Source: an optimization exercise on an open RTL-to-GDS flow (aim: small area). Production flows keep margins and buffers that such runs may drop. Function was checked by simulation only, so behaviour that the tests miss may differ from the original. Power figures rest on the tool's default switching activity, not on a simulated workload.

Design atm, start of the top module:
module atm
	    (
	    CLK,
	    RESET,
	    TARJETA_RECIBIDA,
	    TIPO_DE_TARJETA,
	    PIN,
	    DIGITO,
	    DIGITO_STB,
	    TIPO_TRANS,
	    MONTO,
	    MONTO_STB,
	    BALANCE_ACTUALIZADO,
	    ENTREGAR_DINERO,
	    FONDOS_INSUFICIENTES,
	    PIN_INCORRECTO,
	    ADVERTENCIA,
	    BLOQUEO
	    );
For scale: roughly 520 cells after synthesis, roughly 90 flip-flops, roughly 65 I/O pins, ~4900 um2 of cells after synthesis.
==> flow/config.mk <==
export PLATFORM = sky130hd
export DESIGN_NAME = atm
export DESIGN_NICKNAME = atm
export VERILOG_FILES = /design/flow/design.v
export SDC_FILE = /design/flow/constraint.sdc
export NUM_CORES = 4
export LEC_CHECK = 0
export CAP_MARGIN = 20
export CORE_MARGIN = 2
export CORE_UTILIZATION = 55
export SLEW_MARGIN = 20
export SYNTH_HIERARCHICAL = 1
export TNS_END_PERCENT = 0
==> flow/constraint.sdc <==
create_clock -name core_clock -period 6.0 [get_ports {CLK}]
set_input_delay 1.2000 -clock core_clock [delete_from_list [all_inputs] [get_ports {CLK}]]
set_output_delay 1.2000 -clock core_clock [all_outputs]
set_load 0.01 [all_outputs]
standard.sh (not shown) runs the stock make flow with config.mk's settings and CLKGATE_MAP_FILE= SYNTH_SCRIPT=/design/flow/synth_recipe.tcl, a recipe that flattens the netlist after the stock synthesis.
==> flow/flow/run.sh <==
#!/bin/bash
set -euo pipefail
W=$(pwd)
cat > "$W/flow_synth.tcl" <<EOT
proc abc {args} {
  set i [lsearch -exact \$args -script]
  set a1 \$args
  set a2 \$args
  lset a1 [expr {\$i + 1}] $W/flow/abc_adder.script
  lset a2 [expr {\$i + 1}] $W/flow/abc_map.script
  yosys abc {*}\$a1 add32
  yosys abc {*}\$a2 atm
}
source $W/synth_recipe.tcl
EOT
sed "s#SYNTH_SCRIPT=[^ ]*#SYNTH_SCRIPT=$W/flow_synth.tcl#" standard.sh > flow_standard.sh
grep -q "SYNTH_SCRIPT=$W/flow_synth.tcl" flow_standard.sh
export BUFFER_PORTS_ARGS="-buffer_cell sky130_fd_sc_hd__buf_1"
export CTS_ARGS="-sink_clustering_enable -repair_clock_nets -dont_use_dummy_load -buf_list sky130_fd_sc_hd__clkbuf_4 -root_buf sky130_fd_sc_hd__clkbuf_8"
bash flow_standard.sh finish > standard_flow.log 2>&1
==> flow/flow/abc_adder.script <==
&get -n
&st
&dch
&nf
&st
&syn2
&if -g -K 6
&synch2
&nf
&st
&syn2
&if -g -K 6
&synch2
&nf
&st
&syn2
&if -g -K 6
&synch2
&nf
&st
&syn2
&if -g -K 6
&synch2
&nf
&st
&syn2
&if -g -K 6
&synch2
&nf
&put
==> flow/flow/abc_map.script <==
&get -n
&st
&deepsyn -T 60
&dch -f
&nf -R 1000
&st
&syn3
&dch -f
&nf -R 1000
&put
The first run passed the timing, DRC and antenna checks.
Change:
Settings changed: TNS_END_PERCENT 0 to not set.
The changed run completed without violations.
Wire length is unchanged.
Via count does not change.
Final area does not change.
Setup slack does not change.
Core utilization stays the same.
Change:
--- a/flow/flow/run.sh
+++ b/flow/flow/run.sh
@@ -14,5 +14,5 @@
 source $W/synth_recipe.tcl
 EOT
-sed "s#SYNTH_SCRIPT=[^ ]*#SYNTH_SCRIPT=$W/flow_synth.tcl#" standard.sh > flow_standard.sh
+sed -e "s#SYNTH_SCRIPT=[^ ]*#SYNTH_SCRIPT=$W/flow_synth.tcl ADDER_MAP_FILE=#" standard.sh > flow_standard.sh
 grep -q "SYNTH_SCRIPT=$W/flow_synth.tcl" flow_standard.sh
 export BUFFER_PORTS_ARGS="-buffer_cell sky130_fd_sc_hd__buf_1"
==> flow/flow/abc_adder.script (replaced) <==
&get -n
&st
&dch
&nf -R 30
&st
&syn2
&if -g -K 6
&synch2
&nf -R 30
&st
&syn2
&if -g -K 6
&synch2
&nf -R 30
&st
&syn2
&if -g -K 6
&synch2
&nf -R 30
&st
&syn2
&if -g -K 6
&synch2
&nf -R 30
&st
&syn2
&if -g -K 6
&synch2
&nf -R 30
&put
The new run passed the timing, DRC and antenna checks.
Die area falls by 2.8%.
Clock skew falls by 23 ps.
Final cell count falls by 1.5%.
Clock power is about the same.
Maximum frequency falls by 5.5%.
Cell area rises by 1.1%.
Total power falls by 37%.
Clock-buffer cell count stays the same.
Non-clock buffer count rises by 9.
Wire length barely changes.
Worst setup slack gets worse by 310 ps.
Change:
==> flow/flow/run.sh (replaced) <==
#!/bin/bash
set -euo pipefail
W=$(pwd)
cat > "$W/flow_synth.tcl" <<EOT
proc abc {args} {
  set i [lsearch -exact \$args -script]
  set a1 \$args
  set a2 \$args
  lset a1 [expr {\$i + 1}] $W/flow/abc_adder.script
  lset a2 [expr {\$i + 1}] $W/flow/abc_map.script
  yosys abc {*}\$a1 add32
  yosys abc {*}\$a2 atm
}
source $W/synth_recipe.tcl
EOT
sed "s#SYNTH_SCRIPT=[^ ]*#SYNTH_SCRIPT=$W/flow_synth.tcl#" standard.sh > flow_standard.sh
grep -q "SYNTH_SCRIPT=$W/flow_synth.tcl" flow_standard.sh
export BUFFER_PORTS_ARGS="-buffer_cell sky130_fd_sc_hd__buf_1"
export CTS_ARGS="-sink_clustering_enable -repair_clock_nets -dont_use_dummy_load -buf_list sky130_fd_sc_hd__clkbuf_4 -root_buf sky130_fd_sc_hd__clkbuf_8 -sink_clustering_size 10 -sink_clustering_max_diameter 60"
bash flow_standard.sh finish > standard_flow.log 2>&1
==> flow/flow/abc_adder.script (replaced) <==
&get -n
&st
&dch
&nf
&st
&syn2
&if -g -K 6
&synch2
&nf
&st
&syn2
&if -g -K 6
&synch2
&nf
&st
&syn2
&if -g -K 6
&synch2
&nf
&st
&syn2
&if -g -K 6
&synch2
&nf
&st
&syn2
&if -g -K 6
&synch2
&nf
&put
The changed run went through all stages and came out clean. Total power goes up by 58%. Non-clock buffer count goes down by 9. Sequential cell count does not change. Sequential power goes up by 6.8%. Final cell count goes up by 1.6%. Maximum frequency goes up by 5.9%. Clock skew goes up by 23 ps. Utilization goes down by 3.6 points. Critical path depth goes down by 4. Wire length stays flat. Die area goes up by 2.9%.

## afterwards: timing with drivers on the ports
Ports are ideal in the flow. The routed layouts listed here were re-timed in OpenROAD.
Step 1 (the two cells are an assumption about what drives the block):
set clk [get_ports {CLK}]
set_driving_cell -lib_cell sky130_fd_sc_hd__clkbuf_16 $clk
set_driving_cell -lib_cell sky130_fd_sc_hd__buf_2 [delete_from_list [all_inputs] $clk]
Step 2 moves the port delays by t, midway between the first and last clock arrival at a register: inputs arrive t later, outputs are due t later. That takes back most of the time a late clock gives input paths.
Three values: ideal ports, drivers, drivers and shift; two values: the first two.
run	shift t [ns]	slack for setup (ns)	hold WS [ns]
the first run	0.374	0.746 / 0.757 / 0.383	0.452 / 0.452 / 0.452
the second run	0.374	0.746 / 0.757 / 0.383	0.452 / 0.452 / 0.452
the third run	0.378	0.438 / 0.438 / 0.096	0.467 / 0.467 / 0.467
the fourth run	0.374	0.746 / 0.757 / 0.383	0.452 / 0.452 / 0.452
After both steps setup and hold are still met in every run listed.
